This is an optimization exercise on Yosys and OpenROAD, whose aim is small area and a short achievable clock period, not a production implementation.
RTL that was checked went through simulation tests only; none was proved equivalent to the original.
No functional check of the RTL was part of runs 2 to 7.
Power and IR drop assume default switching activity.

===== design.v =====
module fifo_or8 (input logic [7:0] d, input logic [7:0] s, output logic y);
    assign y = |(d & s);
endmodule
module fifo_nor2 (input logic a, b, output logic y);
    assign y = ~(a | b);
endmodule
module fifo_nand2 (input logic a, b, output logic y);
    assign y = ~(a & b);
endmodule
module fifo_rdbit (
    input  logic [31:0] d,
    input  logic [31:0] s,
    output logic        y
    );
    logic [3:0]  l2;
    logic [1:0]  l3;
    for (genvar k = 0; k < 4; k++) begin : g_l2
        fifo_or8 u (.d(d[8*k +: 8]), .s(s[8*k +: 8]), .y(l2[k]));
    end
    for (genvar k = 0; k < 2; k++) begin : g_l3
        fifo_nor2 u (.a(l2[2*k]), .b(l2[2*k+1]), .y(l3[k]));
    end
    fifo_nand2 u_l4 (.a(l3[0]), .b(l3[1]), .y(y));
endmodule
module fifo_generic #(
    parameter DataWidth = 32,
    parameter int unsigned FifoDepth = 32  
    ) (
    input logic                    clk,
    input logic                    i_rst,
    input logic                    i_read,
    input logic                    i_write,
    input logic  [DataWidth - 1:0] i_write_data,
    output logic [DataWidth - 1:0] o_read_data,
    output logic                   o_full,
    output logic                   o_empty
    );
    localparam AW = $clog2(FifoDepth);
    logic [DataWidth - 1:0] fifo_mem [0:FifoDepth - 1];
    localparam LoN = 4;
    localparam HiN = FifoDepth / LoN;
    logic [LoN - 1:0]       wr_lo;
    logic [HiN - 1:0]       wr_hi;
    logic [FifoDepth - 1:0] read_sel;    
    logic [AW:0]            count;       
    logic not_empty, not_full;
    logic read_en, write_en;
    assign read_en  = i_read  & not_empty;
    assign write_en = i_write & ~count[AW];
    always_ff @(posedge clk) begin
        if (i_rst) begin
            wr_lo      <= {{(LoN - 1){1'b0}}, 1'b1};
            wr_hi      <= {{(HiN - 1){1'b0}}, 1'b1};
            read_sel   <= {{(FifoDepth - 1){1'b0}}, 1'b1};
            count      <= '0;
            not_empty  <= 1'b0;
            not_full   <= 1'b1;
            o_empty    <= 1'b1;
            o_full     <= 1'b0;
        end else begin
            if (write_en) begin
                wr_lo <= {wr_lo[LoN - 2:0], wr_lo[LoN - 1]};
                if (wr_lo[LoN - 1]) wr_hi <= {wr_hi[HiN - 2:0], wr_hi[HiN - 1]};
            end
            if (read_en) read_sel <= {read_sel[FifoDepth - 2:0], read_sel[FifoDepth - 1]};
            if (write_en & ~read_en) begin
                count   <= count + 1'b1;
                not_empty <= 1'b1;
                o_empty   <= 1'b0;
                not_full  <= (count != FifoDepth - 1);
                o_full    <= (count == FifoDepth - 1);
            end else if (read_en & ~write_en) begin
                count   <= count - 1'b1;
                not_full  <= 1'b1;
                o_full    <= 1'b0;
                not_empty <= (count != 1);
                o_empty   <= (count == 1);
            end
        end
    end
    logic [FifoDepth - 1:0] wsel, wkeep;
    always_comb begin
        for (int i = 0; i < FifoDepth; i++) begin
            wsel[i]  = i_write & ~count[AW] & wr_lo[i % LoN] & wr_hi[i / LoN];
            wkeep[i] = ~(i_write & not_full & wr_lo[i % LoN] & wr_hi[i / LoN]);
        end
    end
    always_ff @(posedge clk) begin
        for (int i = 0; i < FifoDepth; i++) begin
            fifo_mem[i] <= (i_write_data & {DataWidth{wsel[i]}})
                         | (fifo_mem[i] & {DataWidth{wkeep[i]}});
        end
    end
    logic [DataWidth - 1:0] head;
    for (genvar b = 0; b < DataWidth; b++) begin : g_rd
        logic [FifoDepth - 1:0] col;
        for (genvar i = 0; i < FifoDepth; i++) begin : g_col
            assign col[i] = fifo_mem[i][b];
        end
        fifo_rdbit u_bit (.d(col), .s(read_sel), .y(head[b]));
    end
    logic read_keep;
    assign read_keep = ~i_read | (count == 0);
    always_ff @(posedge clk) begin
        o_read_data <= (head & {DataWidth{read_en}})
                     | (o_read_data & {DataWidth{read_keep}});
    end
endmodule

===== flow/run.sh =====
#!/bin/bash
set -e
cp standard.sh standard.sh.txt
echo 'export BUFFER_PORTS_ARGS = -buffer_cell sky130_fd_sc_hd__buf_4' >> config.mk
bash standard.sh > standard.log 2>&1

===== standard.sh =====
#!/bin/bash
# synth_recipe.tcl (not shown) runs the flow's synth.tcl, then flattens the netlist and writes it again
# the make line also repeats each setting of config.mk as NAME=value (left out here)
make -C /OpenROAD-flow-scripts/flow DESIGN_CONFIG=/design/flow/config.mk WORK_HOME=/design/flow/orfs CLKGATE_MAP_FILE= SYNTH_SCRIPT=/design/flow/synth_recipe.tcl "${@:-finish}"

===== config.mk =====
export PLATFORM = sky130hd
export DESIGN_NAME = fifo_generic
export DESIGN_NICKNAME = fifo_generic
export VERILOG_FILES = /design/flow/design.v
export SDC_FILE = /design/flow/constraint.sdc
export NUM_CORES = 4
export LEC_CHECK = 0
export CAP_MARGIN = 20
export CORE_MARGIN = 2
export CORE_UTILIZATION = 50
export CTS_CLUSTER_DIAMETER = 80
export CTS_CLUSTER_SIZE = 25
export PLACE_DENSITY = 0.65
export SETUP_SLACK_MARGIN = 1.0
export SLEW_MARGIN = 20
export SYNTH_HIERARCHICAL = 1
export BUFFER_PORTS_ARGS = -buffer_cell sky130_fd_sc_hd__buf_4

===== constraint.sdc =====
create_clock -name core_clock -period 2.8 [get_ports {clk}]
set_input_delay 0.5600 -clock core_clock [delete_from_list [all_inputs] [get_ports {clk}]]
set_output_delay 0.5600 -clock core_clock [all_outputs]
set_load 0.01 [all_outputs]

==> impl_metrics.tcl, run 1 <==
set metrics [dict create \
    synth_cell_type_count 39 \
    path_max_fanout 24 \
    n_antenna_cell 0 \
    via_per_inst 7.03 \
    grt_pass1_vias 30939 \
    cp.arrival_ns 2.43 \
    yosys_warnings 8 \
    rows 102 \
    placed_area_um2 40600 \
    async_reset_ff_frac 0 \
    drt-initial-drc-count 3804 \
    drtAntennaViolNets 0 \
    fmax_ghz 0.530 \
    fin_tns_setup_ns 0 \
    cp-start-kind "flip-flop" \
    grt_pass1_wl_mm 200 \
    die_x_um 284 \
    hpwl_mm 76.0 \
    nets 3486 \
    clock-sinks 1110 \
    synthesis.area_um2 39200 \
    first_pass_iters 6 \
    period_share 0.674 \
    cts_tree "built" \
    io_buffers 69 \
    area_growth_pct 10.2 \
    worstSkewPairLatency_ns 0.66 \
    cts_buffers 52 \
    ios 70 \
    hold_violations 0 \
    hold_path_class "input port to flip-flop" \
    grt-ovfl-total 0 \
    grt_setup_unrepaired "true" \
    synth_edf_count 0 \
    synth_area_per_cell_um2 11.2 \
    cts.clk_slew.worst_paths_ns 0.10 \
    yosysSeqAreaShare 0.567 \
    via_count 31678 \
    htree_levels 2 \
    slew_headroom 0.360 \
    holdBufCountCts 0 \
    grtUsageTotal 0.323 \
    antenna_found_initial 0 \
    setup-violations-final 0 \
    ys_ff_latch 1110 \
    drt-total-wl_mm 135 \
    routabilityCongestion 0.842 \
    final_area_um2 43200 \
    drc_errors 0 \
    drv_slew 0 \
    die_h_um 284 \
    wl_per_cell_um 30.1 \
    cts_root_buf "clkbuf_16" \
    status "timing/DRC/antenna clean" \
    ir_drop_mv 0.368 \
    initial_utilization 0.506 \
    netlist_instances 3490 \
    period_minus_slack_ns 1.89 \
    cp-end-kind "flip-flop" \
    p_leak_nw 16.2 \
    drive_above_1_share 0.126 \
    worst_pin_slew_ns 0.960 \
    dieArea_um2 80600 \
    cp_data_required_time_ns 3.35 \
    fin_skew_ns 0.0260 \
    power_w 0.0306 \
    clockBufferDepth 3 \
    power.density_nw_per_um2 708 \
    crit_type "flip-flop to flip-flop" \
    maxCapViolations 0 \
    grt_max_degree 65 \
    core-area_um2 77500 \
    syn-num-nets 3531 \
    fill_cells 6608 \
    ys.flop_type "dfxtp_1" \
]
[Yosys stat by module (local to each module, per instance), a selection]
module / copies in the design / cell area [um^2] / cells inside
fifo_or8: 128 / 36.3 / 5
fifo_nand2: 32 / 3.75 / 1
fifo_generic: 1 / 34200 / 2754
fifo_nor2: 64 / 3.75 / 1
[flip-flops by register name, summed over array words and instances (netlist names)]
register     count
fifo_mem      1024
not_empty        1
count            6
o_read_data     32
o_full           1
wr_hi            8
read_sel        32
wr_lo            4
o_empty          1
not_full         1
[metal layers]
metal / track usage / part of all wire / vias to the layer above
li1: - / - / 13645
met2: 0.504 / 0.45 / 1673
met5: 0 / 0 / -
met1: 0.423 / 0.40 / 16060
met3: 0.0527 / 0.087 / 300
met4: 0.187 / 0.061 / 0
[path summary, 6_finish.rpt]
kind                    start             end  slack, ns  depth (start not counted)
setup reg to reg  read_sel[0]  o_read_data[0]       0.91                          7
hold / removal        i_write        wr_lo[2]       0.43                          5
hold reg to reg     not_empty       not_empty       0.47                          2
setup / recovery  read_sel[0]  o_read_data[0]       0.91                          7
[synthesized netlist by cell type (2+ instances only)]
| master | instances | share of area |
|---|---|---|
| and2_0 | 2 | 0.00032 |
| ha_1 | 5 | 0.0016 |
| nand2_1 | 133 | 0.013 |
| xor2_1 | 2 | 0.00045 |
| buf_4 | 4 | 0.00077 |
| nand3b_1 | 3 | 0.00057 |
| and3_1 | 14 | 0.0022 |
| buf_6 | 2 | 0.00057 |
| buf_1 | 14 | 0.0013 |
| nand4_1 | 134 | 0.021 |
| a21oi_1 | 48 | 0.0061 |
| xnor2_1 | 3 | 0.00067 |
| a22o_1 | 1056 | 0.24 |
| or3_1 | 2 | 0.00032 |
| nor2_1 | 97 | 0.0093 |
| inv_1 | 4 | 0.00038 |
| a22oi_1 | 512 | 0.098 |
| nand3_1 | 13 | 0.0017 |
| dfxtp_1 | 1110 | 0.57 |
| nand2b_1 | 5 | 0.00080 |
| buf_2 | 128 | 0.016 |
| clkbuf_1 | 182 | 0.017 |
[stage by stage]
| stage | instances | utilization | hold WS (ns) | setup slack (ns) |
|---|---|---|---|---|
| floorplan | 3490 | - | 0.435 | 0.639 |
| global placement | 4392 | 0.525 | 0.446 | 0.512 |
| detailed placement | 4392 | 0.525 | 0.452 | 0.554 |
| CTS | 4483 | 0.551 | 0.401 | 0.940 |
| global route | 4503 | 0.558 | 0.413 | 0.923 |
| finish | 4503 | 0.558 | 0.427 | 0.914 |
[cells by family (layout without fill, tap and decap cells)]
logic type                 after synthesis  after routing  share of synthesized area
AOI/OAI and AO/OA                     1621           1621                      0.341
xor gates and xnor gates                 5              5                    0.00112
adders and majority gates                5              5                    0.00160
buffers and inverters                  338            311                     0.0377
DFF                                   1110           1110                      0.567
muxes                                    1              1                   0.000255
and+or+nand+nor                        410            410                     0.0510
[cell type report]
type / count / area, um^2 / share of cell area
clock buffer: 59 / 1350 / 0.0312
clock inverter: 13 / 199 / 0.00461
inverter: 5 / 28.8 / 0.000666
multi-input combinational: 2042 / 15900 / 0.369
sequential: 1110 / 22300 / 0.516
tap: 1040 / 1300 / 0.0301
timing repair buffer: 234 / 2090 / 0.0484
[repair_timing]
| item | in CTS | in global routing |
|---|---|---|
| endpoints found under the hold margin | 0 | 0 |
| pin swaps | 34 | 44 |
| cloned | 0 | 0 |
| gates resized for setup | 112 | 68 |
| setup endpoints to repair | 107 | 293 |
| setup buffers | 19 | 20 |
[worst max-delay path: stages (launching register included)]
cell and delay [ns]:
dfxtp_2 0.34, buf_12 0.16, buf_8 0.16, a22oi_2 0.18, nand4_1 0.30, nor2_4 0.30
nand2_1 0.10, a22o_1 0.20
[power by group]
group | total [W] | internal, W | switching (W)
sequential | 0.0178 | 0.0170 | 0.000750
clock | 0.00897 | 0.00385 | 0.00512
combinational | 0.00385 | 0.00171 | 0.00213
total | 0.0306 | 0.0226 | 0.00800
[placed cells by master, fill, tap and decap left out, drive strengths merged, types with 8 or more instances in the layout]
cell type,n
nor2,97
nand3,13
inv,8
a22oi,512
a22o,1056
nand2,133
nand4,134
dfxtp,1110
a21oi,48
and3,14
buf,233
clkbuf,59
==> run 2, diff against run 1 <==
--- a/design.v
+++ b/design.v
@@ -1,26 +1,30 @@
-module fifo_or8 (input logic [7:0] d, input logic [7:0] s, output logic y);
+module fifo_or4 (input logic [3:0] d, input logic [3:0] s, output logic y);
     assign y = |(d & s);
+endmodule
+module fifo_nand2 (input logic a, b, output logic y);
+    assign y = ~(a & b);
 endmodule
 module fifo_nor2 (input logic a, b, output logic y);
     assign y = ~(a | b);
 endmodule
-module fifo_nand2 (input logic a, b, output logic y);
-    assign y = ~(a & b);
-endmodule
 module fifo_rdbit (
     input  logic [31:0] d,
     input  logic [31:0] s,
-    output logic        y
+    output logic        y_n
     );
-    logic [3:0]  l2;
-    logic [1:0]  l3;
-    for (genvar k = 0; k < 4; k++) begin : g_l2
-        fifo_or8 u (.d(d[8*k +: 8]), .s(s[8*k +: 8]), .y(l2[k]));
+    logic [7:0]  l2;    
+    logic [3:0]  l3;    
+    logic [1:0]  l4;    
+    for (genvar k = 0; k < 8; k++) begin : g_l2
+        fifo_or4 u (.d(d[4*k +: 4]), .s(s[4*k +: 4]), .y(l2[k]));
     end
-    for (genvar k = 0; k < 2; k++) begin : g_l3
+    for (genvar k = 0; k < 4; k++) begin : g_l3
         fifo_nor2 u (.a(l2[2*k]), .b(l2[2*k+1]), .y(l3[k]));
     end
-    fifo_nand2 u_l4 (.a(l3[0]), .b(l3[1]), .y(y));
+    for (genvar k = 0; k < 2; k++) begin : g_l4
+        fifo_nand2 u (.a(l3[2*k]), .b(l3[2*k+1]), .y(l4[k]));
+    end
+    fifo_nor2 u_l5 (.a(l4[0]), .b(l4[1]), .y(y_n));
 endmodule
 module fifo_generic #(
     parameter DataWidth = 32,
@@ -91,18 +95,18 @@
                          | (fifo_mem[i] & {DataWidth{wkeep[i]}});
         end
     end
-    logic [DataWidth - 1:0] head;
+    logic [DataWidth - 1:0] head_n;
     for (genvar b = 0; b < DataWidth; b++) begin : g_rd
         logic [FifoDepth - 1:0] col;
         for (genvar i = 0; i < FifoDepth; i++) begin : g_col
             assign col[i] = fifo_mem[i][b];
         end
-        fifo_rdbit u_bit (.d(col), .s(read_sel), .y(head[b]));
+        fifo_rdbit u_bit (.d(col), .s(read_sel), .y_n(head_n[b]));
     end
     logic read_keep;
     assign read_keep = ~i_read | (count == 0);
     always_ff @(posedge clk) begin
-        o_read_data <= (head & {DataWidth{read_en}})
+        o_read_data <= (~head_n & {DataWidth{read_en}})
                      | (o_read_data & {DataWidth{read_keep}});
     end
 endmodule
==> run 2 against run 1 <==
Net effect:
- clock skew fell by 0.0030 ns
- fmax rose by 0.63%
- total power fell by 1.6%
- non-clock buffer count fell by 18
- cell count rose by 6.0%
- hold slack got worse by 0.0036 ns
- sequential share of layout area fell by 0.26 points
- cell area rose by 0.31%
- largest cell class unchanged
==> impl_metrics.tcl, run 2 <==
set metrics [dict create \
    grt_setup_unrepaired "true" \
    drt-total-wl_mm 132 \
    cp_data_required_time_ns 3.31 \
    fill_cells 6998 \
    ys.flop_type "dfxtp_1" \
    netlist_instances 3779 \
    async_reset_ff_frac 0 \
    first_pass_iters 6 \
    hold_path_class "input port to flip-flop" \
    io_buffers 69 \
    drive_above_1_share 0.107 \
    via_count 31611 \
    ios 70 \
    switchingPower_w 0.00787 \
    layout_commonest_cell "dfxtp_1" \
    synth_area_per_cell_um2 10.5 \
    n_antenna_cell 0 \
    fin_ws_ns 0.925 \
    crit_type "flip-flop to flip-flop" \
    r2r_cells 7 \
    drv_slew 0 \
    status "timing/DRC/antenna clean" \
    cp.arrival_ns 2.38 \
    swShare 0.262 \
    synth_cell_type_count 37 \
    core-area_um2 79000 \
    die_x_um 286 \
    cp-start-kind "flip-flop" \
    via_per_inst 6.62 \
    p_comb_frac 0.123 \
    layout_common_cells "1092 x dfxtp_1, 1024 x a22o_1, 511 x a22oi_1, 440 x nand2_1, 199 x buf_4" \
    largest_register_ffs 1024 \
    final_area_um2 43300 \
    antenna_found_initial 2 \
    worstSkewPairLatency_ns 0.65 \
    pwr-share-clk 0.286 \
    p_leak_nw 17.5 \
    fin_tns_setup_ns 0 \
    synth_most_common_cell "dfxtp_1" \
    wl_per_cell_um 27.6 \
    synth_edf_count 0 \
    place_ws_ns 0.571 \
    htree_levels 2 \
    yosys_warnings 8 \
    ys_ff_latch 1110 \
    area_growth_pct 8.72 \
    die_h_um 286 \
    grt_pass1_wl_mm 196 \
    synthTopCellsByCount "1110 x dfxtp_1, 1024 x a22o_1, 512 x a22oi_1" \
    cts.clk_slew.worst_paths_ns 0.10 \
    top_register "fifo_mem" \
    slew_headroom 0.499 \
    p_seq_frac 0.591 \
    yosysSeqAreaShare 0.558 \
    worst_pin_slew_ns 0.752 \
    syn-num-nets 3820 \
    hold_violations 0 \
    setup-violations-final 0 \
    cts_root_buf "clkbuf_16" \
    grt_pass1_vias 29854 \
    p_int_w 0.0222 \
    fin_skew_ns 0.0229 \
    fmax_ghz 0.533 \
    holdBufCountCts 0 \
    grtUsageTotal 0.311 \
    ir_drop_mv 0.466 \
    clockBufferDepth 3 \
    drtAntennaViolNets 0 \
    synth_largest_area_cell "dfxtp_1" \
    routabilityCongestion 0.869 \
    cts_tree "built" \
    cts_buffers 51 \
    clock-sinks 1110 \
    hpwl_mm 75.2 \
    dieArea_um2 82000 \
    drc_errors 0 \
    power.density_nw_per_um2 694 \
    placed_area_um2 41400 \
    multi_input_area_um2 16500 \
    grt_max_degree 65 \
    path_max_fanout 6 \
    synth_area_leaders "dfxtp_1 56%, a22o_1 23%, a22oi_1 9.6%" \
    synthesis.area_um2 39900 \
    period_minus_slack_ns 1.87 \
    rows 103 \
    regArea_um2 22300 \
    initial_utilization 0.504 \
    maxCapViolations 0 \
    whs_path_depth 2 \
    top_regs "fifo_mem x1024, o_read_data x32, read_sel x32" \
    nets 3755 \
    netlist.area_leader.share 0.558 \
    drt-initial-drc-count 3569 \
    cp-end-kind "flip-flop" \
    period_share 0.670 \
    grt-ovfl-total 0 \
]
-- run 2: changes by cell type after synthesis, moves of 2 or more --
| cell | before | now |
|---|---|---|
| nand4_1 | 134 | 6 |
| o21ai_0 | 1 | 26 |
| buf_6 | 2 | 0 |
| nor2_1 | 97 | 193 |
| nand2_1 | 133 | 452 |
| buf_2 | 128 | 159 |
| a22o_1 | 1056 | 1024 |
| clkbuf_1 | 182 | 164 |
| buf_1 | 14 | 6 |
| o21ai_1 | 0 | 7 |
-- run 2: worst paths after layout --
check / from / to / slack (ns)
min reg2reg: o_read_data[30] / o_read_data[30] / 0.46
min: i_rst / count[1] / 0.42
max reg2reg: count[5] / count[5] / 0.93
max: count[5] / count[5] / 0.93
-- run 2: cell families (layout without fill, tap and decap cells) --
| logic type | Yosys count | in the layout | share of synthesized area |
|---|---|---|---|
| AO/OA/AOI/OAI | 1622 | 1622 | 0.333 |
| flip-flops | 1110 | 1110 | 0.558 |
| AND/OR/NAND/NOR | 697 | 697 | 0.0691 |
| buffers and inverters | 339 | 284 | 0.0373 |
| adder cells (fa/ha/maj) | 5 | 5 | 0.00157 |
| XOR/XNOR | 5 | 5 | 0.00110 |
| multiplexers | 1 | 1 | 0.000251 |
-- run 2: per-module statistics from Yosys, one instance, submodules excluded, excerpt --
module	copies in the design	area (um^2)	flops+latches
fifo_nor2	160	3.75	0
fifo_nand2	64	3.75	0
fifo_or4	256	18.8	0
fifo_generic	1	34200	1110
-- run 2: metrics by stage --
step	total power (W)	hold slack [ns]	instances	util
4_1_cts	0.0301	0.409	4769	0.546
3_5_place_dp	0.0216	0.443	4703	0.524
3_3_place_gp	0.0216	0.441	4703	0.524
6_report	0.0301	0.423	4774	0.548
5_1_grt	0.0311	0.446	4774	0.548
2_1_floorplan	0.0201	0.435	3779	-
-- run 2: final cells by class --
cell class / instances / area share
Tap cell: 1050 / 0.0303
Clock inverter: 6 / 0.00165
Inverter: 5 / 0.000491
Timing Repair Buffer: 216 / 0.0405
Clock buffer: 57 / 0.0314
Multi-Input combinational cell: 2330 / 0.382
Sequential cell: 1110 / 0.514
-- run 2: critical path: stages, from the launching register on --
cell	delay, ns
dfxtp_4	0.40
nand2b_4	0.15
inv_4	0.05
ha_4	0.18
or4_4	0.42
a221oi_2	0.31
xnor2_1	0.16
nor2_1	0.06
-- run 2: repair_timing --
item                                    in CTS  in global routing
gates resized for setup                     80                 55
endpoints found under the setup margin     635                587
buffers inserted                             3                  5
pin swaps                                    2                  9
-- run 2: power groups by stage --
| stage | sequential, W | combinational, W | clock, W |
|---|---|---|---|
| finish | 0.0178 | 0.00370 | 0.00861 |
| CTS | 0.0178 | 0.00361 | 0.00873 |
| global route | 0.0179 | 0.00397 | 0.00926 |
| floorplan | 0.0180 | 0.00205 | 0 |
| global placement | 0.0181 | 0.00348 | 0 |
| detailed placement | 0.0181 | 0.00353 | 0 |
-- run 2: per-layer routing --
metal | track usage | part of all wire | up-vias
li1 | - | - | 14201
met3 | 0.0440 | 0.074 | 213
met4 | 0.135 | 0.045 | 0
met5 | 0 | 0 | -
met1 | 0.437 | 0.44 | 15874
met2 | 0.480 | 0.44 | 1323
==> run 3, diff against run 2 <==
--- a/design.v
+++ b/design.v
@@ -45,17 +45,21 @@
     localparam HiN = FifoDepth / LoN;
     logic [LoN - 1:0]       wr_lo;
     logic [HiN - 1:0]       wr_hi;
-    logic [FifoDepth - 1:0] read_sel;    
+    logic [FifoDepth - 1:0] read_sel;
+    logic [FifoDepth - 1:0] read_sel_b;
     logic [AW:0]            count;       
     logic not_empty, not_full;
     logic read_en, write_en;
     assign read_en  = i_read  & not_empty;
+    logic read_en_b;
+    assign read_en_b = i_read & (count != 0);
     assign write_en = i_write & ~count[AW];
     always_ff @(posedge clk) begin
         if (i_rst) begin
             wr_lo      <= {{(LoN - 1){1'b0}}, 1'b1};
             wr_hi      <= {{(HiN - 1){1'b0}}, 1'b1};
             read_sel   <= {{(FifoDepth - 1){1'b0}}, 1'b1};
+            read_sel_b <= {{(FifoDepth - 1){1'b0}}, 1'b1};
             count      <= '0;
             not_empty  <= 1'b0;
             not_full   <= 1'b1;
@@ -67,6 +71,7 @@
                 if (wr_lo[LoN - 1]) wr_hi <= {wr_hi[HiN - 2:0], wr_hi[HiN - 1]};
             end
             if (read_en) read_sel <= {read_sel[FifoDepth - 2:0], read_sel[FifoDepth - 1]};
+            if (read_en_b) read_sel_b <= {read_sel_b[FifoDepth - 2:0], read_sel_b[FifoDepth - 1]};
             if (write_en & ~read_en) begin
                 count   <= count + 1'b1;
                 not_empty <= 1'b1;
@@ -101,7 +106,7 @@
         for (genvar i = 0; i < FifoDepth; i++) begin : g_col
             assign col[i] = fifo_mem[i][b];
         end
-        fifo_rdbit u_bit (.d(col), .s(read_sel), .y_n(head_n[b]));
+        fifo_rdbit u_bit (.d(col), .s(b < DataWidth / 2 ? read_sel : read_sel_b), .y_n(head_n[b]));
     end
     logic read_keep;
     assign read_keep = ~i_read | (count == 0);
==> run 3 against run 2 <==
Net effect:
- via count increased by 1.8%
- sequential share of layout area is 0.89 points higher
- count of clock-buffer cells in the layout fell by 3
- sequential cell count grew 32
- area after synthesis increased by 2.7%
- clock skew is 0.0033 ns higher
- total power rose by 4.9%
- setup slack improved by 0.064 ns
- critical endpoint is now o_read_data[15]
- largest power group unchanged
==> impl_metrics.tcl, run 3 <==
set metrics [dict create \
    status "timing/DRC/antenna clean" \
    drtAntennaViolNets 0 \
    period_share 0.647 \
    cp.arrival_ns 2.39 \
    crit_type "flip-flop to flip-flop" \
    ys_ff_latch 1142 \
    worstSkewPairLatency_ns 0.67 \
    synthesis.area_um2 40900 \
    drv_slew 0 \
    die_h_um 290 \
    core-area_um2 80800 \
    path_max_fanout 18 \
    hold_violations 0 \
    grt_setup_unrepaired "true" \
    holdBufCountCts 0 \
    rows 104 \
    period_minus_slack_ns 1.81 \
    die_x_um 290 \
    slowest_stage "dfxtp_1" \
    drt-total-wl_mm 131 \
    cp-start-kind "flip-flop" \
    netlist_instances 3920 \
    fill_cells 7117 \
    layout_common_cells "1077 x dfxtp_1, 1024 x a22o_1, 509 x nand2_1, 509 x a22oi_1, 170 x nor2_1" \
    multi_input_area_um2 16700 \
    fmax_ghz 0.552 \
    synthTopCellsByCount "1142 x dfxtp_1, 1024 x a22o_1, 516 x nand2_1" \
    grt-ovfl-total 0 \
    dieArea_um2 84100 \
    cts_root_buf "clkbuf_16" \
    final_util 0.543 \
    final_area_um2 43900 \
    initial_utilization 0.506 \
    grt_pass1_vias 30178 \
    grt_pass1_wl_mm 194 \
    synth_area_leaders "dfxtp_1 56%, a22o_1 22%, a22oi_1 9.4%" \
    ios 70 \
    maxCapViolations 0 \
    placed_area_um2 42100 \
    cts.clk_slew.worst_paths_ns 0.09 \
    drc_errors 0 \
    routabilityCongestion 0.810 \
    cp-end-kind "flip-flop" \
    setup-violations-final 0 \
    via_count 32175 \
    yosys_warnings 8 \
    synth_most_common_cell "dfxtp_1" \
    ir_drop_mv 0.468 \
    area_growth_pct 7.31 \
    ys.flop_type "dfxtp_1" \
    synth_area_per_cell_um2 10.4 \
    place_ws_ns 0.557 \
    antenna_found_initial 0 \
    clockBufferDepth 3 \
    cts_tree "built" \
    io_buffers 69 \
    slew_headroom 0.359 \
    drive_above_1_share 0.0931 \
    async_reset_ff_frac 0 \
    grt_max_degree 65 \
    layout_commonest_cell "dfxtp_1" \
    netlist.area_leader.share 0.559 \
    fin_tns_setup_ns 0 \
    regArea_um2 22900 \
    hold_path_class "input port to flip-flop" \
    wl_per_cell_um 26.8 \
    drt-initial-drc-count 3507 \
    fin_ws_ns 0.989 \
    first_pass_iters 5 \
    power_w 0.0315 \
    clock-sinks 1142 \
    n_antenna_cell 0 \
    max_stage_delay_ns 0.82 \
    synth_edf_count 0 \
    grtUsageTotal 0.297 \
    p_leak_nw 17.5 \
    htree_levels 2 \
    largest_register_ffs 1024 \
    synth_cell_type_count 38 \
    top_register "fifo_mem" \
    hpwl_mm 74.3 \
    yosysSeqAreaShare 0.559 \
    via_per_inst 6.60 \
    worst_pin_slew_ns 0.962 \
    power.density_nw_per_um2 718 \
    crit_chain "a22oi_1 > nand2_1 > nor2_1 > nand2_1 > nor2_1 > o21ai_0" \
    cp_data_required_time_ns 3.38 \
    nets 3847 \
    cts_buffers 52 \
    syn-num-nets 3961 \
    fin_skew_ns 0.0262 \
    synth_largest_area_cell "dfxtp_1" \
]
==> run 3: changes by cell type in the layout (fill, tap and decap cells not counted), moves of 5 or more <==
| cell | change |
|---|---|
| buf_4 | -37 |
| dfxtp_4 | -6 |
| dfxtp_2 | +53 |
| nor2_2 | -31 |
| nor2_1 | +53 |
| nand2_1 | +69 |
| nor2_4 | -22 |
| buf_12 | -5 |
| a21oi_1 | +30 |
| dfxtp_1 | -15 |
==> run 3: metrics by stage <==
stage                     std cells  hold slack [ns]
final                          4875            0.328
after global routing           4875            0.331
after CTS                      4862            0.314
after detailed placement       4796            0.444
after global placement         4796            0.437
after floorplan                3920            0.435
==> run 3: per-layer routing <==
metal,wire length (um),part of all wire,track usage,up-vias
li1,-,-,-,14541
met1,59000,0.45,0.434,16086
met2,58000,0.44,0.457,1362
met3,9760,0.075,0.0358,186
met4,3900,0.030,0.0940,0
met5,0,0,0,-
==> run 3: critical path: cells and delay by family (launching register included) <==
family          cells  cell delay [ns]
flops               1             0.82
simple gates        4             0.58
compound gates      2             0.32
==> run 3: final cells by class <==
class / instances / area share
inverters: 5 / 0.000485
clock inverters: 9 / 0.00257
flip-flops and latches: 1142 / 0.523
well taps: 1060 / 0.0302
clock buffers: 54 / 0.0303
repair buffers: 178 / 0.0327
multi-input cells: 2427 / 0.381
==> run 3: final timing paths <==
path | startpoint | to | slack [ns] | cells past startpoint
setup / recovery | read_sel[21] | o_read_data[15] | 0.99 | 6
setup reg to reg | read_sel[21] | o_read_data[15] | 0.99 | 6
hold reg to reg | o_read_data[1] | o_read_data[1] | 0.46 | 2
hold / removal | i_rst | count[0] | 0.33 | 2
==> run 3: cells by family after synthesis <==
logic type,synth area share
muxes,0.000245
buffers and inverters,0.0360
DFF,0.559
xor gates and xnor gates,0.00107
adders and majority gates,0.00153
and+or+nand+nor,0.0736
AOI/OAI and AO/OA,0.329
==> run 3: timing repair <==
item	4_1_cts	5_1_grt
setup endpoints to repair	605	696
gates resized for setup	42	65
gates cloned	0	1
buffers inserted	3	12
pin swaps	0	5
==> run 3: per-module statistics from Yosys, one instance, submodules excluded, excerpt <==
module | flops+latches | area, um^2 | copies in the design | cells
fifo_generic | 1142 | 35300 | 1 | 2928
fifo_nand2 | 0 | 3.75 | 64 | 1
fifo_nor2 | 0 | 3.75 | 160 | 1
fifo_or4 | 0 | 18.8 | 256 | 3
==> run 3: power by group <==
group	internal, W	switching [W]
sequential	0.0175	0.000817
combinational	0.00184	0.00257
clock	0.00362	0.00520
total	0.0230	0.00858
==> run 4, diff against run 3 <==
--- a/design.v
+++ b/design.v
@@ -39,32 +39,44 @@
     output logic                   o_full,
     output logic                   o_empty
     );
-    localparam AW = $clog2(FifoDepth);
     logic [DataWidth - 1:0] fifo_mem [0:FifoDepth - 1];
     localparam LoN = 4;
     localparam HiN = FifoDepth / LoN;
     logic [LoN - 1:0]       wr_lo;
     logic [HiN - 1:0]       wr_hi;
+    logic [FifoDepth - 1:0] wr_sel;      
+    always_comb begin
+        for (int i = 0; i < FifoDepth; i++) wr_sel[i] = wr_lo[i % LoN] & wr_hi[i / LoN];
+    end
     logic [FifoDepth - 1:0] read_sel;
     logic [FifoDepth - 1:0] read_sel_b;
-    logic [AW:0]            count;       
-    logic not_empty, not_full;
-    logic read_en, write_en;
-    assign read_en  = i_read  & not_empty;
-    logic read_en_b;
-    assign read_en_b = i_read & (count != 0);
-    assign write_en = i_write & ~count[AW];
+    logic not_empty, not_full, empty_b, full_b;
+    logic read_en, write_en, read_en_b, write_en_b;
+    assign read_en    = i_read  & not_empty;
+    assign write_en   = i_write & not_full;
+    assign read_en_b  = i_read  & ~empty_b;
+    assign write_en_b = i_write & ~full_b;
+    logic one_left, one_free;
+    always_comb begin
+        one_left = 1'b0;
+        one_free = 1'b0;
+        for (int i = 0; i < FifoDepth; i++) begin
+            one_left = one_left | (read_sel[i] & wr_sel[(i + 1) % FifoDepth]);
+            one_free = one_free | (wr_sel[i] & read_sel[(i + 1) % FifoDepth]);
+        end
+    end
     always_ff @(posedge clk) begin
         if (i_rst) begin
             wr_lo      <= {{(LoN - 1){1'b0}}, 1'b1};
             wr_hi      <= {{(HiN - 1){1'b0}}, 1'b1};
             read_sel   <= {{(FifoDepth - 1){1'b0}}, 1'b1};
             read_sel_b <= {{(FifoDepth - 1){1'b0}}, 1'b1};
-            count      <= '0;
             not_empty  <= 1'b0;
             not_full   <= 1'b1;
             o_empty    <= 1'b1;
             o_full     <= 1'b0;
+            empty_b    <= 1'b1;
+            full_b     <= 1'b0;
         end else begin
             if (write_en) begin
                 wr_lo <= {wr_lo[LoN - 2:0], wr_lo[LoN - 1]};
@@ -73,25 +85,30 @@
             if (read_en) read_sel <= {read_sel[FifoDepth - 2:0], read_sel[FifoDepth - 1]};
             if (read_en_b) read_sel_b <= {read_sel_b[FifoDepth - 2:0], read_sel_b[FifoDepth - 1]};
             if (write_en & ~read_en) begin
-                count   <= count + 1'b1;
                 not_empty <= 1'b1;
                 o_empty   <= 1'b0;
-                not_full  <= (count != FifoDepth - 1);
-                o_full    <= (count == FifoDepth - 1);
+                not_full  <= ~one_free;
+                o_full    <= one_free;
             end else if (read_en & ~write_en) begin
-                count   <= count - 1'b1;
                 not_full  <= 1'b1;
                 o_full    <= 1'b0;
-                not_empty <= (count != 1);
-                o_empty   <= (count == 1);
+                not_empty <= ~one_left;
+                o_empty   <= one_left;
+            end
+            if (write_en_b & ~read_en_b) begin
+                empty_b <= 1'b0;
+                full_b  <= one_free;
+            end else if (read_en_b & ~write_en_b) begin
+                full_b  <= 1'b0;
+                empty_b <= one_left;
             end
         end
     end
     logic [FifoDepth - 1:0] wsel, wkeep;
     always_comb begin
         for (int i = 0; i < FifoDepth; i++) begin
-            wsel[i]  = i_write & ~count[AW] & wr_lo[i % LoN] & wr_hi[i / LoN];
-            wkeep[i] = ~(i_write & not_full & wr_lo[i % LoN] & wr_hi[i / LoN]);
+            wsel[i]  = i_write & ~full_b & wr_sel[i];
+            wkeep[i] = ~(i_write & not_full & wr_sel[i]);
         end
     end
     always_ff @(posedge clk) begin
@@ -109,7 +126,7 @@
         fifo_rdbit u_bit (.d(col), .s(b < DataWidth / 2 ? read_sel : read_sel_b), .y_n(head_n[b]));
     end
     logic read_keep;
-    assign read_keep = ~i_read | (count == 0);
+    assign read_keep = ~i_read | empty_b;
     always_ff @(posedge clk) begin
         o_read_data <= (~head_n & {DataWidth{read_en}})
                      | (o_read_data & {DataWidth{read_keep}});
==> run 4 against run 3 <==
Net effect:
- still clean on timing, DRC and antenna
- utilization grew 0.28 points
- clock skew shrank 0.00074 ns
- total power shrank 10%
- fmax increased by 1.1%
- largest cell class unchanged
- largest power group unchanged
==> impl_metrics.tcl, run 4 <==
set metrics [dict create \
    drt-total-wl_mm 132 \
    first_pass_iters 5 \
    worst_pin_slew_ns 0.788 \
    grt_pass1_vias 30623 \
    dieArea_um2 84400 \
    drv_slew 0 \
    top_register "fifo_mem" \
    largest_register_ffs 1024 \
    n_antenna_cell 0 \
    fin_hold_ws_ns 0.282 \
    slowest_stage "dfxtp_2" \
    area_growth_pct 8.72 \
    netlist_instances 3955 \
    timing.rr.start "read_sel[14]" \
    drt-initial-drc-count 3602 \
    drive_above_1_share 0.0938 \
    hold_path_class "input port to flip-flop" \
    netlist.area_leader.share 0.555 \
    hold_violations 0 \
    layout_commonest_cell "dfxtp_1" \
    clockBufferDepth 3 \
    synth_most_common_cell "dfxtp_1" \
    yosysSeqAreaShare 0.555 \
    p_int_w 0.0214 \
    power.density_nw_per_um2 633 \
    crit_type "flip-flop to flip-flop" \
    grt_pass1_wl_mm 198 \
    worstSkewPairLatency_ns 0.66 \
    holdBufCountCts 0 \
    max_stage_delay_ns 0.48 \
    via_count 32432 \
    nets 3872 \
    synth_cell_type_count 34 \
    synth_edf_count 0 \
    slew_headroom 0.474 \
    crit_chain "a22oi_1 > nand2_1 > nor2_1 > nand2_1 > nor2_1 > o21ai_1" \
    r2r_setup_slack_ns 1.01 \
    ir_drop_mv 0.534 \
    die_x_um 291 \
    syn-num-nets 3993 \
    io_buffers 69 \
    fin_tns_setup_ns 0 \
    drtAntennaViolNets 0 \
    async_reset_ff_frac 0 \
    layout_common_cells "1072 x dfxtp_1, 1038 x a22o_1, 522 x a22oi_1, 521 x nand2_1, 160 x buf_4" \
    wl_per_cell_um 26.8 \
    pwr-share-clk 0.323 \
    cp.arrival_ns 2.34 \
    core-area_um2 81700 \
    yosys_warnings 8 \
    path_max_fanout 20 \
    whs_path_depth 2 \
    cts.clk_slew.worst_paths_ns 0.10 \
    r2r_cells 6 \
    holdPathEnd "wr_lo[2]" \
    fmax_ghz 0.558 \
    rows 105 \
    routabilityCongestion 0.855 \
    cts_buffers 54 \
    grt_max_degree 65 \
    min_from "i_rst" \
    hpwl_mm 76.1 \
    drc_errors 0 \
    period_minus_slack_ns 1.79 \
    cts_tree "built" \
    p_leak_nw 17.9 \
    ys_ff_latch 1138 \
    cp-start-kind "flip-flop" \
    fin_skew_ns 0.0254 \
    switchingPower_w 0.00684 \
    p_seq_frac 0.609 \
    antenna_found_initial 0 \
    cp_data_required_time_ns 3.35 \
    synth_area_leaders "dfxtp_1 56%, a22o_1 22%, a22oi_1 9.6%" \
    clock-sinks 1138 \
    grt_setup_unrepaired "true" \
    htree_levels 2 \
    cts_root_buf "clkbuf_16" \
    synth_largest_area_cell "dfxtp_1" \
    reg2reg_to "o_read_data[6]" \
    die_h_um 291 \
    setup-violations-final 0 \
    cp-end-kind "flip-flop" \
    ys.flop_type "dfxtp_1" \
    grt-ovfl-total 0 \
    synthesis.area_um2 41000 \
    status "timing/DRC/antenna clean" \
    p_comb_frac 0.068 \
    period_share 0.640 \
    maxCapViolations 0 \
    initial_utilization 0.502 \
    power_w 0.0283 \
    ios 70 \
    synthTopCellsByCount "1138 x dfxtp_1, 1040 x a22o_1, 526 x a22oi_1, 526 x nand2_1, 253 x clkbuf_1" \
    grtUsageTotal 0.302 \
    swShare 0.242 \
    via_per_inst 6.59 \
    synth_area_per_cell_um2 10.4 \
    final_util 0.546 \
]
run 4: what timing repair did:
action	4_1_cts	5_1_grt
gates cloned	0	1
pin swaps	5	9
endpoints found under the setup margin	541	356
hold endpoints to repair	0	0
resized for setup	54	60
setup buffers	6	14
run 4: how the worst max path moves through the flow:
stage / start / to / cells after the start
final: read_sel[14] / o_read_data[6] / 6
after floorplan: i_read / full_b / 8
after CTS: read_sel[30] / empty_b / 5
after global placement: i_write / fifo_mem[12][27] / 5
after detailed placement: i_write / fifo_mem[9][22] / 5
after global routing: wr_hi[5] / empty_b / 5
run 4: per-module statistics from Yosys (local to each module, per instance), excerpt:
module        times used  area [um^2]
fifo_nand2            64         3.75
fifo_nor2            160         3.75
fifo_generic           1        35400
fifo_or4             256         18.8
run 4: cell type report:
class / instances / area, um^2
sequential: 1138 / 22900
tap: 1070 / 1340
fill: 7211 / 37100
timing repair buffer: 198 / 1930
multi-input combinational: 2437 / 16800
clock buffer: 60 / 1390
clock inverter: 12 / 188
inverter: 5 / 18.8
run 4: logic make-up after synthesis:
logic type / after synthesis / synth area share
AOI/OAI and AO/OA: 1688 / 0.335
DFF: 1138 / 0.555
and+or+nand+nor: 747 / 0.0722
buffers and inverters: 380 / 0.0374
adders and majority gates: 2 / 0.000610
run 4: per-stage QoR:
step                setup slack, ns  std cells  instance area [um^2]
global placement              0.773       4827                 42600
global route                  0.925       4920                 44600
finish                         1.01       4920                 44600
CTS                            1.00       4905                 44400
detailed placement            0.744       4827                 42600
floorplan                     0.864       3955                 41100
run 4: power groups by stage:
stage	clock [W]	combinational [W]	sequential [W]
after floorplan	0	0.00107	0.0175
after global placement	0	0.00185	0.0176
after detailed placement	0	0.00189	0.0176
after CTS	0.00925	0.00189	0.0172
after global routing	0.00984	0.00204	0.0173
final	0.00914	0.00191	0.0172
run 4: routing by layer:
metal  global-route usage  part of all wire  vias to the layer above
met5                    0                 0                        -
met2                0.466              0.45                     1294
met3               0.0382             0.073                      192
li1                     -                 -                    14704
met4               0.0929             0.031                        0
met1                0.440              0.45                    16242
run 4: critical path, delay by kind of cell (launching register included):
family,cells,cell delay [ns]
flops,1,0.48
simple gates,4,0.70
compound gates,2,0.49
==> run 5, diff against run 4 <==
--- a/config.mk
+++ b/config.mk
@@ -11,7 +11,8 @@
 export CTS_CLUSTER_DIAMETER = 80
 export CTS_CLUSTER_SIZE = 25
 export PLACE_DENSITY = 0.65
-export SETUP_SLACK_MARGIN = 1.0
+export SETUP_SLACK_MARGIN = 1.2
 export SLEW_MARGIN = 20
 export SYNTH_HIERARCHICAL = 1
+export TNS_END_PERCENT = 20
 export BUFFER_PORTS_ARGS = -buffer_cell sky130_fd_sc_hd__buf_4
==> run 5 against run 4 <==
Net effect:
- clock skew up 0.0021 ns
- global-route usage up 0.21 points
- area after synthesis unchanged
- largest cell class unchanged
- highest routed layer is now met5
- critical endpoint is now o_empty
- combinational power up 9%
- register-to-register slack better by 0.07 ns
- via count up 1.4%
- hold slack better by 0.080 ns
==> impl_metrics.tcl, run 5 <==
set metrics [dict create \
    place_ws_ns 0.660 \
    drt-initial-drc-count 3463 \
    hold_path_class "input port to flip-flop" \
    cts.clk_slew.worst_paths_ns 0.10 \
    p_leak_nw 18.2 \
    dieArea_um2 84400 \
    ys.flop_type "dfxtp_1" \
    slowest_stage "a2111oi_4" \
    cp-end-kind "flip-flop" \
    drc_errors 0 \
    max_stage_delay_ns 0.46 \
    synth_largest_area_cell "dfxtp_1" \
    synth_area_leaders "dfxtp_1 56%, a22o_1 22%, a22oi_1 9.6%" \
    synth_edf_count 0 \
    drv_slew 0 \
    synthTopCellsByCount "1138 x dfxtp_1, 1040 x a22o_1, 526 x a22oi_1, 526 x nand2_1, 253 x clkbuf_1" \
    fmax_ghz 0.580 \
    startpoint "wr_lo[2]" \
    switchingPower_w 0.00679 \
    clockBufferDepth 3 \
    initial_utilization 0.502 \
    synthesis.area_um2 41000 \
    holdBufCountCts 0 \
    pwr-share-clk 0.310 \
    cts_buffers 53 \
    min_from "i_rst" \
    period_share 0.616 \
    p_seq_frac 0.615 \
    timing.rr.start "wr_lo[2]" \
    clock-sinks 1138 \
    synth_most_common_cell "dfxtp_1" \
    whs_path_depth 2 \
    cp_data_required_time_ns 3.34 \
    drt-total-wl_mm 133 \
    fill_cells 7200 \
    cp-start-kind "flip-flop" \
    drive_above_1_share 0.132 \
    fin_ws_ns 1.08 \
    worst_pin_slew_ns 0.603 \
    netlist_instances 3955 \
    area_growth_pct 10.2 \
    io_buffers 69 \
    cts_root_buf "clkbuf_16" \
    synth_cell_type_count 34 \
    setup-violations-final 0 \
    p_int_w 0.0212 \
    largest_register_ffs 1024 \
    wl_met3_mm 10.3 \
    wl_met2_mm 59.3 \
    highest_layer "met5" \
    syn-num-nets 3993 \
    worstSkewPairLatency_ns 0.66 \
    crit_type "flip-flop to flip-flop" \
    layout_commonest_cell "a22o_1" \
    path_delay_family "compound AO/OA/AOI/OAI gates" \
    rows 105 \
    crit_chain "buf_12 > a22o_1 > a22oi_1 > nand4_1 > a2111oi_4 > o31ai_1" \
    grt_setup_unrepaired "true" \
    top_register "fifo_mem" \
    layout_common_cells "1039 x a22o_1, 1038 x dfxtp_1, 515 x a22oi_1, 505 x nand2_1, 172 x buf_4" \
    yosys_warnings 8 \
    wl_met1_mm 58.7 \
    cp.depth 6 \
    routabilityCongestion 0.882 \
    first_pass_iters 5 \
    period_minus_slack_ns 1.72 \
    grt-ovfl-total 0 \
    power.density_nw_per_um2 619 \
    die_x_um 291 \
    final_cells 4968 \
    hold_violations 0 \
    slew_headroom 0.598 \
    via_per_inst 6.62 \
    path_buf_inv 1 \
    grt_pass1_vias 31010 \
    antenna_found_initial 1 \
    grtUsageTotal 0.304 \
    fin_skew_ns 0.0276 \
    via_count 32894 \
    cts_tree "built" \
    n_antenna_cell 0 \
    htree_levels 2 \
    status "timing/DRC/antenna clean" \
    netlist.area_leader.share 0.555 \
    async_reset_ff_frac 0 \
    power_w 0.0280 \
    final_area_um2 45300 \
    ios 70 \
    wl_per_cell_um 26.8 \
    ir_drop_mv 0.406 \
    die_h_um 291 \
    swShare 0.242 \
    path_max_fanout 9 \
    hpwl_mm 78.0 \
    grt_pass1_wl_mm 200 \
    synth_area_per_cell_um2 10.4 \
    r2r_cells 6 \
    fin_tns_setup_ns 0 \
    grt_max_degree 52 \
    maxCapViolations 0 \
    p_comb_frac 0.075 \
    ys_ff_latch 1138 \
    placed_area_um2 42500 \
    core-area_um2 81700 \
    drtAntennaViolNets 0 \
    yosysSeqAreaShare 0.555 \
    dp_cells 4852 \
    nets 3925 \
    cp.arrival_ns 2.27 \
]
-- run 5: final cells by class --
type                    instances  area [um^2]  share of cell area
inverters                       5         18.8            0.000415
multi-input cells            2439        17200               0.379
clock inverters                 8         72.6             0.00160
repair buffers                250         2300              0.0508
well taps                    1070         1340              0.0296
clock buffers                  58         1350              0.0297
flip-flops and latches       1138        23000               0.508
-- run 5: through the flow --
step | utilization | hold slack [ns]
floorplan | - | 0.439
global placement | 0.520 | 0.442
detailed placement | 0.520 | 0.445
CTS | 0.545 | 0.346
global route | 0.554 | 0.359
finish | 0.554 | 0.362
-- run 5: cells by family (layout without fill, tap and decap cells) --
logic type,after synthesis,count (layout),synth area share
DFF,1138,1138,0.555
and+or+nand+nor,747,749,0.0722
adders and majority gates,2,2,0.000610
buffers and inverters,380,321,0.0374
AOI/OAI and AO/OA,1688,1688,0.335
-- run 5: worst reg2reg max path, delay by kind of cell, from the launching register on --
kind	cells	cell delay (ns)
simple gates	1	0.20
flops	1	0.34
buf+inv	1	0.13
compound gates	4	0.95
-- run 5: Yosys stat by module (local to each module, per instance), a selection --
| module | cells | area (um^2) |
|---|---|---|
| fifo_nand2 | 1 | 3.75 |
| fifo_nor2 | 1 | 3.75 |
| fifo_or4 | 3 | 18.8 |
| fifo_generic | 2963 | 35400 |
-- run 5: per-layer routing --
metal | track usage | vias to the layer above
li1 | - | 14795
met1 | 0.439 | 16373
met2 | 0.468 | 1470
met3 | 0.0387 | 254
met4 | 0.107 | 2
met5 | 0 | -
-- run 5: path summary, 6_finish.rpt --
check                         to  slack (ns)
hold reg to reg   o_read_data[9]        0.46
setup / recovery         o_empty        1.08
hold / removal            full_b        0.36
setup reg to reg         o_empty        1.08
-- run 5: power groups by stage --
| stage | sequential (W) | clock (W) | combinational, W |
|---|---|---|---|
| floorplan | 0.0175 | 0 | 0.00107 |
| global placement | 0.0176 | 0 | 0.00186 |
| detailed placement | 0.0176 | 0 | 0.00188 |
| CTS | 0.0172 | 0.00882 | 0.00193 |
| global route | 0.0173 | 0.00940 | 0.00222 |
| finish | 0.0172 | 0.00870 | 0.00209 |
-- run 5: repair_timing --
item	4_1_cts	5_1_grt
pin swaps	9	20
resized for setup	145	178
endpoints found under the hold margin	0	0
setup buffers	32	15
cloned	1	2
endpoints found under the setup margin	1090	996
==> run 6, diff against run 5 <==
--- a/design.v
+++ b/design.v
@@ -42,35 +42,49 @@
     logic [DataWidth - 1:0] fifo_mem [0:FifoDepth - 1];
     localparam LoN = 4;
     localparam HiN = FifoDepth / LoN;
-    logic [LoN - 1:0]       wr_lo;
-    logic [HiN - 1:0]       wr_hi;
-    logic [FifoDepth - 1:0] wr_sel;      
+    logic [LoN - 1:0]       wr_lo, rd_lo;
+    logic [HiN - 1:0]       wr_hi, rd_hi;
+    logic [FifoDepth - 1:0] wr_sel, rd_sel;
     always_comb begin
-        for (int i = 0; i < FifoDepth; i++) wr_sel[i] = wr_lo[i % LoN] & wr_hi[i / LoN];
+        for (int i = 0; i < FifoDepth; i++) begin
+            wr_sel[i] = wr_lo[i % LoN] & wr_hi[i / LoN];
+            rd_sel[i] = rd_lo[i % LoN] & rd_hi[i / LoN];
+        end
     end
-    logic [FifoDepth - 1:0] read_sel;
-    logic [FifoDepth - 1:0] read_sel_b;
     logic not_empty, not_full, empty_b, full_b;
     logic read_en, write_en, read_en_b, write_en_b;
     assign read_en    = i_read  & not_empty;
     assign write_en   = i_write & not_full;
     assign read_en_b  = i_read  & ~empty_b;
     assign write_en_b = i_write & ~full_b;
+    logic rw_lo_next, rw_hi_same, rw_hi_next;    
+    logic wr_lo_next, wr_hi_same, wr_hi_next;    
+    always_comb begin
+        rw_lo_next = 1'b0;
+        wr_lo_next = 1'b0;
+        for (int k = 0; k < LoN; k++) begin
+            rw_lo_next = rw_lo_next | (rd_lo[k] & wr_lo[(k + 1) % LoN]);
+            wr_lo_next = wr_lo_next | (wr_lo[k] & rd_lo[(k + 1) % LoN]);
+        end
+        rw_hi_same = 1'b0;
+        rw_hi_next = 1'b0;
+        wr_hi_next = 1'b0;
+        for (int j = 0; j < HiN; j++) begin
+            rw_hi_same = rw_hi_same | (rd_hi[j] & wr_hi[j]);
+            rw_hi_next = rw_hi_next | (rd_hi[j] & wr_hi[(j + 1) % HiN]);
+            wr_hi_next = wr_hi_next | (wr_hi[j] & rd_hi[(j + 1) % HiN]);
+        end
+        wr_hi_same = rw_hi_same;
+    end
     logic one_left, one_free;
-    always_comb begin
-        one_left = 1'b0;
-        one_free = 1'b0;
-        for (int i = 0; i < FifoDepth; i++) begin
-            one_left = one_left | (read_sel[i] & wr_sel[(i + 1) % FifoDepth]);
-            one_free = one_free | (wr_sel[i] & read_sel[(i + 1) % FifoDepth]);
-        end
-    end
+    assign one_left = rw_lo_next & (rd_lo[LoN - 1] ? rw_hi_next : rw_hi_same);
+    assign one_free = wr_lo_next & (wr_lo[LoN - 1] ? wr_hi_next : wr_hi_same);
     always_ff @(posedge clk) begin
         if (i_rst) begin
             wr_lo      <= {{(LoN - 1){1'b0}}, 1'b1};
             wr_hi      <= {{(HiN - 1){1'b0}}, 1'b1};
-            read_sel   <= {{(FifoDepth - 1){1'b0}}, 1'b1};
-            read_sel_b <= {{(FifoDepth - 1){1'b0}}, 1'b1};
+            rd_lo      <= {{(LoN - 1){1'b0}}, 1'b1};
+            rd_hi      <= {{(HiN - 1){1'b0}}, 1'b1};
             not_empty  <= 1'b0;
             not_full   <= 1'b1;
             o_empty    <= 1'b1;
@@ -82,8 +96,10 @@
                 wr_lo <= {wr_lo[LoN - 2:0], wr_lo[LoN - 1]};
                 if (wr_lo[LoN - 1]) wr_hi <= {wr_hi[HiN - 2:0], wr_hi[HiN - 1]};
             end
-            if (read_en) read_sel <= {read_sel[FifoDepth - 2:0], read_sel[FifoDepth - 1]};
-            if (read_en_b) read_sel_b <= {read_sel_b[FifoDepth - 2:0], read_sel_b[FifoDepth - 1]};
+            if (read_en) begin
+                rd_lo <= {rd_lo[LoN - 2:0], rd_lo[LoN - 1]};
+                if (rd_lo[LoN - 1]) rd_hi <= {rd_hi[HiN - 2:0], rd_hi[HiN - 1]};
+            end
             if (write_en & ~read_en) begin
                 not_empty <= 1'b1;
                 o_empty   <= 1'b0;
@@ -123,7 +139,7 @@
         for (genvar i = 0; i < FifoDepth; i++) begin : g_col
             assign col[i] = fifo_mem[i][b];
         end
-        fifo_rdbit u_bit (.d(col), .s(b < DataWidth / 2 ? read_sel : read_sel_b), .y_n(head_n[b]));
+        fifo_rdbit u_bit (.d(col), .s(rd_sel), .y_n(head_n[b]));
     end
     logic read_keep;
     assign read_keep = ~i_read | empty_b;
==> run 6 against run 5 <==
Net effect:
- die area shrank 3.1%
- critical endpoint is now o_read_data[18]
- highest routed layer unchanged
- area after synthesis fell by 3.1%
- setup slack got worse by 0.15 ns
==> impl_metrics.tcl, run 6 <==
set metrics [dict create \
    status "timing/DRC/antenna clean" \
    drc_errors 0 \
    cts_tree "built" \
    grt-ovfl-total 0 \
    cp-end-kind "flip-flop" \
    holdPathEnd "wr_lo[3]" \
    synth_cell_type_count 34 \
    fin_skew_ns 0.0305 \
    drive_above_1_share 0.206 \
    ys_ff_latch 1086 \
    syn-num-nets 3772 \
    ios 70 \
    initial_utilization 0.504 \
    r2r_cells 8 \
    drt-initial-drc-count 4444 \
    dieArea_um2 81800 \
    top_regs "fifo_mem x1024, o_read_data x32" \
    synth_edf_count 0 \
    async_reset_ff_frac 0 \
    slew_headroom 0.550 \
    switchingPower_w 0.00688 \
    netlist.area_leader.share 0.547 \
    top_register "fifo_mem" \
    grtUsageTotal 0.366 \
    swShare 0.250 \
    yosys_warnings 8 \
    clock-sinks 1086 \
    maxCapViolations 0 \
    fill_cells 6599 \
    worst_pin_slew_ns 0.675 \
    cts.clk_slew.worst_paths_ns 0.10 \
    p_int_w 0.0207 \
    yosysSeqAreaShare 0.547 \
    routabilityCongestion 0.906 \
    htree_levels 2 \
    largest_register_ffs 1024 \
    setup-violations-final 0 \
    rows 103 \
    pwr-share-clk 0.313 \
    first_pass_iters 10 \
    synthTopCellsByCount "1086 x dfxtp_1, 1026 x a22o_1, 520 x a22oi_1" \
    holdBufCountCts 0 \
    p_seq_frac 0.606 \
    cp_data_required_time_ns 3.32 \
    grt_pass1_vias 32490 \
    fin_tns_setup_ns 0 \
    slowest_stage "dfxtp_4" \
    drv_slew 0 \
    whs_path_depth 2 \
    via_count 34265 \
    clockBufferDepth 3 \
    p_leak_nw 18.3 \
    drt-total-wl_mm 158 \
    synth_area_leaders "dfxtp_1 55%, a22o_1 23%, a22oi_1 9.8%" \
    power_w 0.0276 \
    die_h_um 286 \
    p_comb_frac 0.082 \
    r2r_setup_slack_ns 0.93 \
    drtAntennaViolNets 0 \
    cp_common_cell "nor2_4" \
    power.density_nw_per_um2 604 \
    timing.rr.start "rd_lo[2]" \
    cp-start-kind "flip-flop" \
    netlist_instances 3734 \
    cp.arrival_ns 2.39 \
    die_x_um 286 \
    synthesis.area_um2 39800 \
    min_from "i_rst" \
    io_buffers 69 \
    synth_largest_area_cell "dfxtp_1" \
    ir_drop_mv 0.472 \
    fmax_ghz 0.535 \
    grt_setup_unrepaired "true" \
    synth_area_per_cell_um2 10.6 \
    hold_violations 0 \
    hold_path_class "input port to flip-flop" \
    path_max_fanout 8 \
    ys.flop_type "dfxtp_1" \
    cts_buffers 50 \
    antenna_found_initial 4 \
    hpwl_mm 77.7 \
    via_per_inst 7.10 \
    crit_type "flip-flop to flip-flop" \
    period_share 0.668 \
    core-area_um2 78900 \
    period_minus_slack_ns 1.87 \
    layout_common_cells "1048 x dfxtp_1, 1026 x a22o_1, 408 x a22oi_1, 340 x nand2_1, 164 x buf_4" \
    max_stage_delay_ns 0.41 \
    cts_root_buf "clkbuf_16" \
    synth_most_common_cell "dfxtp_1" \
    nets 3801 \
    grt_pass1_wl_mm 224 \
    area_growth_pct 14.8 \
    grt_max_degree 34 \
    worstSkewPairLatency_ns 0.66 \
    wl_per_cell_um 32.7 \
    reg2reg_to "o_read_data[18]" \
    layout_commonest_cell "dfxtp_1" \
    crit_chain "buf_8 > and2_2 > a22oi_1 > nand2_1 > nor2_4 > nand2_4 > nor2_4 > o21ai_0" \
]
## run 6: critical path, delay by kind of cell, from the launching register on
family | cells | cell delay, ns
simple gates | 5 | 0.86
compound gates | 2 | 0.31
flops | 1 | 0.41
buf+inv | 1 | 0.17
## run 6: per-module statistics from Yosys (local to each module, per instance), a selection
module / flip-flops and latches / cells
fifo_nand2: 0 / 1
fifo_or4: 0 / 3
fifo_generic: 1086 / 2742
fifo_nor2: 0 / 1
## run 6: how the worst max path moves through the flow
stage,endpoint,from,depth (start not counted)
2_1_floorplan,not_full,i_read,6
3_3_place_gp,o_read_data[20],rd_lo[0],8
3_5_place_dp,o_read_data[9],rd_lo[0],8
4_1_cts,o_read_data[22],rd_lo[3],10
5_1_grt,o_read_data[6],rd_lo[2],9
6_report,o_read_data[18],rd_lo[2],8
## run 6: repair_timing
action,4_1_cts,5_1_grt
endpoints found under the setup margin,1094,1086
cloned,52,15
pin swaps,132,114
buffers inserted,95,19
resized for setup,467,203
## run 6: metrics by stage
stage	cell area [um^2]	worst slack, ns	hold WS, ns	cells	util
finish	45600	0.930	0.277	4829	0.579
detailed placement	40400	0.235	0.456	4580	0.512
global route	45600	0.899	0.291	4829	0.579
global placement	40400	0.213	0.437	4580	0.512
floorplan	39900	1.12	0.430	3734	-
CTS	44600	0.987	0.261	4794	0.565
## run 6: final cells by class
cell class	instances	area, um^2	share of cell area
sequential	1086	21900	0.479
multi-input combinational	2348	18200	0.399
timing repair buffer	273	2790	0.0612
clock buffer	63	1380	0.0303
tap	1050	1310	0.0288
clock inverter	4	62.6	0.00137
inverter	4	15.0	0.000329
antenna	1	2.50	0.0000548
## run 6: metal layers
metal	GRT usage	routed length, um
met5	0	11
met2	0.535	66700
met4	0.264	13000
met1	0.474	59800
met3	0.0849	18300
## run 6: kinds of logic (layout without fill, tap and decap cells)
group | count (synthesis) | after routing | synth area share
buffers and inverters | 366 | 344 | 0.0504
other | 0 | 1 | 0
AOI/OAI and AO/OA | 1618 | 1618 | 0.335
and+or+nand+nor | 662 | 728 | 0.0677
DFF | 1086 | 1086 | 0.547
adders and majority gates | 2 | 2 | 0.000629
## run 6: power by group through the flow
stage	sequential [W]	clock, W	combinational, W
6_report	0.0167	0.00862	0.00225
5_1_grt	0.0168	0.00916	0.00234
4_1_cts	0.0167	0.00863	0.00210
3_5_place_dp	0.0170	0	0.00183
3_3_place_gp	0.0169	0	0.00179
2_1_floorplan	0.0168	0	0.00102
==> run 7, diff against run 6 <==
--- a/config.mk
+++ b/config.mk
@@ -11,8 +11,7 @@
 export CTS_CLUSTER_DIAMETER = 80
 export CTS_CLUSTER_SIZE = 25
 export PLACE_DENSITY = 0.65
-export SETUP_SLACK_MARGIN = 1.2
+export SETUP_SLACK_MARGIN = 1.0
 export SLEW_MARGIN = 20
 export SYNTH_HIERARCHICAL = 1
-export TNS_END_PERCENT = 20
 export BUFFER_PORTS_ARGS = -buffer_cell sky130_fd_sc_hd__buf_4
==> run 7 against run 6 <==
Net effect:
- non-clock buffer count shrank 63
- setup slack worse by 0.067 ns
- hold slack lost 0.042 ns
- register-to-register slack got worse by 0.07 ns
- sequential share of layout area up 1.7 points
- sequential power about the same
- critical endpoint is now o_read_data[14]
- largest cell class unchanged
- largest power group unchanged
==> impl_metrics.tcl, run 7 <==
set metrics [dict create \
    period_minus_slack_ns 1.94 \
    status "timing/DRC/antenna clean" \
    hold_path_class "input port to flip-flop" \
    power_w 0.0274 \
    cts.clk_slew.worst_paths_ns 0.10 \
    top_register "fifo_mem" \
    grt_pass1_vias 31505 \
    drt-initial-drc-count 3784 \
    via_count 32562 \
    area_growth_pct 10.7 \
    path_max_fanout 8 \
    die_x_um 286 \
    yosys_warnings 8 \
    cts_tree "built" \
    async_reset_ff_frac 0 \
    setup-violations-final 0 \
    antenna_found_initial 1 \
    slew_headroom 0.489 \
    worst_pin_slew_ns 0.766 \
    drive_above_1_share 0.150 \
    via_per_inst 6.93 \
    syn-num-nets 3772 \
    nets 3673 \
    drv_slew 0 \
    grt_max_degree 37 \
    hpwl_mm 79.9 \
    hold_violations 0 \
    die_h_um 286 \
    p_leak_nw 17.6 \
    r2r_setup_slack_ns 0.86 \
    netlist.area_leader.share 0.547 \
    drc_errors 0 \
    final_util 0.558 \
    grt_pass1_wl_mm 206 \
    rows 103 \
    maxCapViolations 0 \
    power.density_nw_per_um2 623 \
    cp-end-kind "flip-flop" \
    fin_tns_setup_ns 0 \
    synth_cell_type_count 34 \
    routabilityCongestion 0.890 \
    synth_area_leaders "dfxtp_1 55%, a22o_1 23%, a22oi_1 9.8%" \
    regArea_um2 21800 \
    ys_ff_latch 1086 \
    ir_drop_mv 0.471 \
    fill_cells 6750 \
    core-area_um2 78900 \
    ios 70 \
    place_ws_ns 0.215 \
    multi_input_area_um2 17200 \
    synth_edf_count 0 \
    largest_register_ffs 1024 \
    layout_commonest_cell "dfxtp_1" \
    synth_largest_area_cell "dfxtp_1" \
    synth_area_per_cell_um2 10.6 \
    wl_per_cell_um 30.2 \
    layout_common_cells "1057 x dfxtp_1, 1026 x a22o_1, 453 x a22oi_1, 347 x nand2_1, 155 x buf_4" \
    cp.arrival_ns 2.44 \
    fin_skew_ns 0.0326 \
    cp_data_required_time_ns 3.30 \
    drt-total-wl_mm 142 \
    dieArea_um2 81800 \
    synthTopCellsByCount "1086 x dfxtp_1, 1026 x a22o_1, 520 x a22oi_1" \
    netlist_instances 3734 \
    io_buffers 69 \
    fmax_ghz 0.516 \
    synthesis.area_um2 39800 \
    cts_buffers 51 \
    grt_setup_unrepaired "true" \
    ys.flop_type "dfxtp_1" \
    clockBufferDepth 3 \
    worstSkewPairLatency_ns 0.66 \
    synth_most_common_cell "dfxtp_1" \
    initial_utilization 0.504 \
    yosysSeqAreaShare 0.547 \
    crit_type "flip-flop to flip-flop" \
    first_pass_iters 7 \
    top_regs "fifo_mem x1024, o_read_data x32" \
    grt-ovfl-total 0 \
    fin_ws_ns 0.863 \
    cp-start-kind "flip-flop" \
    htree_levels 2 \
    grtUsageTotal 0.331 \
    cts_root_buf "clkbuf_16" \
    drtAntennaViolNets 0 \
    period_share 0.692 \
    clock-sinks 1086 \
    fin_hold_ws_ns 0.235 \
]
## run 7: routing by layer
layer,GRT usage,share of wire,up-vias
met1,0.429,0.40,16469
met5,0,0,-
li1,-,-,13971
met2,0.512,0.44,1780
met4,0.209,0.068,0
met3,0.0599,0.089,342
## run 7: Yosys stat by module (local to each module, per instance), excerpt
module        times used  cells inside  area, um^2
fifo_nor2            160             1        3.75
fifo_nand2            64             1        3.75
fifo_generic           1          2742       34100
fifo_or4             256             3        18.8
## run 7: timing repair
action                                  4_1_cts  5_1_grt
gates cloned                                  1        6
pin swaps                                    21      111
endpoints found under the setup margin      637      251
gates resized for setup                     228      184
hold buffers                                  0        0
buffers inserted                              5       10
## run 7: final timing paths
path                   start  depth (start not counted)               to
min                   i_read                          3         rd_lo[1]
min reg2reg  o_read_data[12]                          2  o_read_data[12]
max                 rd_lo[2]                          9  o_read_data[14]
max reg2reg         rd_lo[2]                          9  o_read_data[14]
## run 7: through the flow
step / cell area (um^2) / std cells
after floorplan: 39800 / 3734
after global placement: 40900 / 4610
after detailed placement: 40900 / 4610
after CTS: 43100 / 4682
after global routing: 44000 / 4699
final: 44000 / 4700
## run 7: final cells by class
type | count | area share
diodes | 2 | 0.000114
clock buffers | 57 | 0.0312
clock inverters | 9 | 0.00239
inverters | 4 | 0.000341
multi-input cells | 2282 | 0.391
flip-flops and latches | 1086 | 0.496
well taps | 1050 | 0.0299
repair buffers | 210 | 0.0497
## run 7: worst max-delay path, cell delays in order, from the launching register on
cell and delay, ns:
dfxtp_4 0.38, buf_4 0.14, and2_4 0.18, clkbuf_16 0.20
a22oi_1 0.22, nand2_1 0.12, nor2_2 0.19, nand2_1 0.16
nor2_4 0.10, o21ai_0 0.08
## run 7: report_power, final
group          internal (W)  leakage, nW  switching, W
combinational      0.000855         8.05       0.00124
clock               0.00362        0.726       0.00501
sequential           0.0161         8.81      0.000566
total                0.0206         17.6       0.00681
## run 7: logic make-up (layout without fill, tap and decap cells)
| family | Yosys count | count (layout) | share of synthesized area |
|---|---|---|---|
| AOI/OAI and AO/OA | 1618 | 1618 | 0.335 |
| DFF | 1086 | 1086 | 0.547 |
| and+or+nand+nor | 662 | 662 | 0.0677 |
| buffers and inverters | 366 | 280 | 0.0504 |
| adders and majority gates | 2 | 2 | 0.000629 |
| other | 0 | 2 | 0 |

re-timing with driven ports:
No port has a modelled driver above. Below, the same layouts with a new extraction and two added sets of constraints. Step 1, drivers: a clkbuf_16 drives clk and a buf_2 each remaining input, both assumed. Step 2 moves the port delays by t, midway between the first and last clock arrival at a register: inputs arrive t later, outputs are due t later. That takes back most of the time a late clock gives input paths. Slacks: ideal ports / drivers / drivers and shift; pairs: ideal ports / drivers.
run	t, ns	slack for setup (ns)	worst setup path at the end	cell pins on the clock port's net
run 1	0.714	0.914 / 0.914 / 0.587	input to register	1
run 2	0.706	0.925 / 0.925 / 0.487	input to register	1
run 3	0.715	0.989 / 0.989 / 0.518	input to register	1
run 4	0.715	1.009 / 0.964 / 0.758	input to register	1
run 5	0.717	1.075 / 1.023 / 0.818	input to register	1
run 6	0.712	0.930 / 0.930 / 0.619	input to register	1
run 7	0.706	0.863 / 0.863 / 0.721	input to register	1
After both steps every run listed still meets setup and hold. For run 3, which loses most, drivers alone change the setup slack by 0.000 ns; drivers and shift together by -0.471 ns.
